What follows belongs to an exercise in optimizing a design on an open flow for a short achievable clock period and few clock cycles per item; a production flow would make more cautious choices. The RTL was checked by simulation tests, not by an equivalence proof against the original design. Power and IR drop assume default switching activity.

===== design/flow/run.sh =====
#!/bin/bash
# synth_recipe.tcl (not shown) runs the flow's synth.tcl, then flattens the netlist and writes it again
# the make line also repeats each setting of config.mk as NAME=value (left out here)
make -C /OpenROAD-flow-scripts/flow DESIGN_CONFIG=/design/flow/config.mk WORK_HOME=/design/flow/orfs CLKGATE_MAP_FILE= SYNTH_SCRIPT=/design/flow/synth_recipe.tcl finish

===== design/flow/config.mk =====
export PLATFORM = sky130hd
export DESIGN_NAME = divider_top
export DESIGN_NICKNAME = divider_top
export VERILOG_FILES = /design/flow/design.v
export SDC_FILE = /design/flow/constraint.sdc
export NUM_CORES = 4
export LEC_CHECK = 0
export CAP_MARGIN = 20
export CORE_MARGIN = 2
export CORE_UTILIZATION = 50
export CTS_BUF_LIST = sky130_fd_sc_hd__clkbuf_8 sky130_fd_sc_hd__clkbuf_16
export SLEW_MARGIN = 20

===== design/flow/constraint.sdc =====
create_clock -name core_clock -period 170.0 [get_ports {clk}]
set_input_delay 34.0000 -clock core_clock [delete_from_list [all_inputs] [get_ports {clk}]]
set_output_delay 34.0000 -clock core_clock [all_outputs]
set_load 0.01 [all_outputs]

===== design/flow/design.v =====
module divider (input wire [31:0] dividend, divisor, output reg [31:0] quotient);
  reg [32:0] temp;
  integer i;
  always @ (*) begin
    quotient = 0;
    temp = 0;
    for (i=31; i>=0; i=i-1) begin
      temp = {temp[31:0], dividend[i]};
      if (temp >= {1'b0, divisor}) begin
        temp = temp - {1'b0, divisor};
        quotient[i] = 1'b1;
      end else
        quotient[i] = 1'b0;
    end
  end
endmodule
module divider_top (
  input  wire        clk,
  input  wire        rst,
  input  wire        start,
  input  wire [31:0] dividend,
  input  wire [31:0] divisor,
  output wire        ready,
  output reg         done,
  output reg  [31:0] quotient
);
  reg [31:0] dividend_r;
  reg [31:0] divisor_r;
  reg        valid_r;
  wire [31:0] q;
  always @(posedge clk) begin
    if (rst) begin
      valid_r <= 1'b0;
      done    <= 1'b0;
    end else begin
      valid_r <= start;
      done    <= valid_r;
    end
  end
  always @(posedge clk) begin
    if (start) begin
      dividend_r <= dividend;
      divisor_r  <= divisor;
    end
    if (valid_r)
      quotient <= q;
  end
  divider u_div (.dividend(dividend_r), .divisor(divisor_r), .quotient(q));
  assign ready = 1'b1;
endmodule

==> summary.txt <==
==> layout by cell type (no fill, tap or decap), types with 114 or more instances in the layout <==
cell type and instances:
sky130_fd_sc_hd__nand3_1 161, sky130_fd_sc_hd__nor2b_1 126, sky130_fd_sc_hd__nor2_1 834, sky130_fd_sc_hd__o21ai_0 711, sky130_fd_sc_hd__inv_1 567, sky130_fd_sc_hd__nand2_1 696
sky130_fd_sc_hd__xor2_1 192, sky130_fd_sc_hd__a21oi_1 574, sky130_fd_sc_hd__mux2_2 549, sky130_fd_sc_hd__mux2i_1 125, sky130_fd_sc_hd__o21a_1 114, sky130_fd_sc_hd__xnor2_1 374
sky130_fd_sc_hd__nor3_1 142, sky130_fd_sc_hd__a21o_1 288, sky130_fd_sc_hd__nand4_1 194, sky130_fd_sc_hd__ha_1 992, sky130_fd_sc_hd__a21boi_0 247
==> cells by family after synthesis <==
kind of cell	Yosys count	synth area share (%)
other cells	1	0.00615
compound gates	2578	27.2
flops	98	4.79
mux	717	13.1
xor+xnor	566	8.13
fa+ha+maj	1023	21.4
simple gates	2625	20.3
buf+inv	798	5.05
==> cell usage after synthesis (34+ instances only) <==
cell / instances
sky130_fd_sc_hd__and3_1: 69
sky130_fd_sc_hd__edfxtp_1: 96
sky130_fd_sc_hd__xor2_1: 192
sky130_fd_sc_hd__nand3_1: 161
sky130_fd_sc_hd__mux2i_1: 126
sky130_fd_sc_hd__or3_1: 50
sky130_fd_sc_hd__or2_2: 41
sky130_fd_sc_hd__o221ai_1: 36
sky130_fd_sc_hd__o21bai_1: 56
sky130_fd_sc_hd__nand2_1: 697
sky130_fd_sc_hd__xnor2_1: 374
sky130_fd_sc_hd__o21a_1: 114
sky130_fd_sc_hd__nand4_1: 194
sky130_fd_sc_hd__mux2_2: 549
sky130_fd_sc_hd__a21o_1: 290
sky130_fd_sc_hd__a2111oi_0: 34
sky130_fd_sc_hd__nor3_1: 142
sky130_fd_sc_hd__o31ai_1: 38
sky130_fd_sc_hd__ha_1: 993
sky130_fd_sc_hd__o211ai_1: 47
sky130_fd_sc_hd__buf_1: 39
sky130_fd_sc_hd__a21boi_0: 250
sky130_fd_sc_hd__inv_1: 602
sky130_fd_sc_hd__a21oi_1: 585
sky130_fd_sc_hd__nor2b_1: 127
sky130_fd_sc_hd__nor4_1: 68
sky130_fd_sc_hd__a211oi_1: 53
sky130_fd_sc_hd__nand2b_1: 111
sky130_fd_sc_hd__clkbuf_1: 102
sky130_fd_sc_hd__and2_1: 39
sky130_fd_sc_hd__nor2_1: 840
sky130_fd_sc_hd__a31oi_1: 60
sky130_fd_sc_hd__o21ai_0: 742
==> registers in the layout (all words and copies together) (netlist names) <==
| register | flops |
|---|---|
| quotient | 32 |
| valid_r | 1 |
| divisor_r | 32 |
| done | 1 |
| dividend_r | 32 |
==> through the flow <==
| stage | util, % | cell area (um^2) | hold slack (ps) | total power [W] |
|---|---|---|---|---|
| after global routing | 53.6 | 65100 | 1120 | 0.00218 |
| after detailed placement | 52.6 | 63900 | 1100 | 0.00189 |
| after CTS | 52.9 | 64200 | 1110 | 0.00193 |
| after floorplan | - | 61000 | 937 | 0.00151 |
| final | 53.6 | 65100 | 1030 | 0.00196 |
| after global placement | 52.6 | 63900 | 1080 | 0.00188 |
==> what timing repair did <==
item | 4_1_cts | 5_1_grt
setup buffers | 0 | 42
gates resized for setup | 0 | 143
setup endpoints to repair | 0 | 3
==> layout make-up <==
class | count | area (um^2) | share of cell area (%)
diodes | 3 | 7.51 | 0.0115
clock buffers | 9 | 225 | 0.346
clock inverters | 7 | 92.6 | 0.142
inverters | 620 | 2380 | 3.65
multi-input cells | 7514 | 55400 | 85.2
flip-flops and latches | 98 | 2920 | 4.49
well taps | 1625 | 2030 | 3.13
repair buffers | 220 | 1960 | 3.02
==> metal layers <==
| metal | vias to the layer above | GRT usage [%] |
|---|---|---|
| li1 | 31166 | - |
| met1 | 30490 | 51.3 |
| met5 | - | 0 |
| met3 | 413 | 4.49 |
| met2 | 2589 | 58.6 |
| met4 | 0 | 12.5 |
==> impl_summary.log <==
INFO  metric status = timing/DRC/antenna clean
INFO  metric cellLeakagePower = 31.0 nW
INFO  metric cts_hold_repair.buffers = 0
INFO  metric clkSinkCount = 98
INFO  metric syn_area = 61,000 um^2
INFO  metric clock_tree.root_cell = sky130_fd_sc_hd__clkbuf_16
INFO  metric timing.critical_path.required = 170,220 ps
INFO  metric timing.slew.headroom = 15.6%
INFO  metric max_cap_violations = 0
INFO  metric min_path_type = register to register
INFO  metric netlist.top_cell.by_area = sky130_fd_sc_hd__ha_1
INFO  metric worstSkewPairLatency = 500 ps
INFO  metric cpMaxStageDelayCell = sky130_fd_sc_hd__edfxtp_1
INFO  metric std_cell_rows = 128
INFO  metric gp_congestion = 0.988
INFO  metric die_h = 353 um
INFO  metric via_density = 6.40
INFO  metric gr-usage-all-layers = 36.9%
INFO  metric synth_enable_flop_cells = 96
INFO  metric tritoncts = done
INFO  metric grt_antenna_before_repair = 3
INFO  metric top_routing_layer_in_use = met4
INFO  metric tightestPinTransition = between 1000 and 1500 ps
INFO  metric power_dissipated_in_combinational_cells = 0.00190 W
INFO  metric hold_path_end = quotient[31]$_DFFE_PP_
INFO  metric met3_length = 19,400 um
INFO  metric ys_warn_count = 2
INFO  metric grt_pass1_vias = 59.6k
INFO  metric critical_path.reg2reg.endpoint = quotient[0]$_DFFE_PP_
INFO  metric synth_top_cell_area_share = just over 20%
INFO  metric main_area_contributors_after_synthesis = sky130_fd_sc_hd__ha_1 20%, sky130_fd_sc_hd__mux2_2 10%, sky130_fd_sc_hd__o21ai_0 6.1%
INFO  metric final.min_clock_period = 153,970 ps
INFO  metric most_frequent_cp_cell = sky130_fd_sc_hd__o21ai_0
INFO  metric startpoint_type = register
INFO  metric cts-root-to-sink-buffers = 2
INFO  metric worst_setup_path_startpoint = divisor_r[7]$_DFFE_PP_
INFO  metric power_per_cell_area = 30.1 nW/um^2
INFO  metric place_ws = 8150 ps
INFO  metric drt_wl_total = 242,000 um
INFO  metric io_pins = 101
INFO  metric area_growth = 6.73%
INFO  metric layout_cells_sized_above_1 = 11.2%
INFO  metric die_area = ~120,000 um^2
INFO  metric synth.ff_latch_count = slightly below 100
INFO  metric clockNetworkPower = 0.0000286 W
INFO  metric synth-seq-area-share = 4.79%
INFO  metric n_fill_cell = between 10k and 15k
INFO  metric detail_route.wl_per_cell = 24.0 um
INFO  metric floorplan.initialDensity = 50.2%
INFO  metric route.antenna.remaining_nets = 0
INFO  metric crit_path_max_fanout = 50
INFO  metric critical_r2r_launch = divisor_r[7]$_DFFE_PP_
INFO  metric postSynthCellCount = 8,406
INFO  metric worst_ir_drop_vdd = about 0.15 mV
INFO  metric dp_cells = about 10k
INFO  metric r2r.worst_path.cells = 737
INFO  metric sequentialPowerShare = 1.8%
INFO  metric routed-via-count = 64.7k
INFO  metric final.setup.worst_slack = 16,030 ps
INFO  metric drt-initial-drc-count = 6,206
INFO  metric r2r_setup_slack = 16,030 ps
INFO  metric design.final.nets = around 9.6k
INFO  metric route.detailed.drc = 0
INFO  metric critPathCapture = quotient[0]$_DFFE_PP_
INFO  metric clock_skew = around 55 ps
INFO  metric hold_viol = 0
INFO  metric grt_pass1_wl = 359,000 um
INFO  metric m1WireLength = 109,000 um
INFO  metric share_comb_of_total_power = just under 100%
INFO  metric sequential_cell_power_consumption = 0.0000360 W
INFO  metric crit_cells = 940
INFO  metric power_leader = combinational cells
INFO  metric internal-power = 0.000915 W
INFO  metric slew_violations = 0
INFO  metric worstSetupPathType = register to register
INFO  metric synth_fp_nets = 9,496
INFO  metric max_clock_freq = about 6.5 MHz
INFO  metric detailedRoute.firstPassIterationCount = 8
INFO  metric final.setup.tns = 0 ps
INFO  metric hold_depth = 3
INFO  metric num_cts_buffers = 9
INFO  metric globalRouteOverflowTotal = 0
INFO  metric fin_cells = 10.1k
INFO  metric ys_async_sr_fraction = 0%
INFO  metric die_width = 353 um
INFO  metric power_frac_clock = around 1.5%
INFO  metric synthDistinctLibCells = 120
INFO  metric total_switching_power = 0.00105 W
INFO  metric met2WireLength = roughly 110,000 um
INFO  metric max_stage_delay = 680 ps
INFO  metric min_from = divisor_r[19]$_DFFE_PP_
INFO  metric place.port_buffers = 99
INFO  metric grt_start_max_net_pins = 75
INFO  metric dpl.hpwl = 190,000 um
INFO  metric timing.critical_path.max_delay_family = compound AO/OA/AOI/OAI gates
INFO  metric critPathArrivalTime = roughly 150,000 ps
INFO  metric category_of_the_worst_setup_path_capture_point = register
INFO  metric swShare = 53.4%
INFO  metric synth_top_flop_cell = sky130_fd_sc_hd__edfxtp_1
INFO  metric post_synth.cell_area_avg = 7.25 um^2
INFO  metric setup_violations = 0
INFO  metric period_share = about 91%
INFO  metric clock_tree.htree_level_count = 3
INFO  metric worst-path-buf-inv = 59
INFO  metric cts.clk_slew.worst_paths = 90 ps
INFO  metric core_area = 121,000 um^2
Testbench counts, summed over its fixed seeds: cycles 3,200, items 1,600.

re-timing with driven ports:
No port has a modelled driver above. Below, the same layout with a new extraction and two added sets of constraints. Step 1 assumes that a clkbuf_16 drives the clock port and a buf_2 every other input. Step 2 also shifts input and output timing later by t, the mid clock arrival at the registers, as if the neighbouring blocks saw the same clock. Three values: ideal ports, drivers, drivers and shift; two values: the first two.
t, ns: 0.544
setup slack, ns: 16.026 / 16.026 / 16.026
hold slack, ns: 1.032 / 1.032 / 1.032
worst setup path at the end: register to register
worst register clock-pin slew, ns: 0.12 / 0.12
After both steps this run still meets setup and hold. For this run, drivers alone change the setup slack by 0.000 ns; drivers and shift together by 0.000 ns.
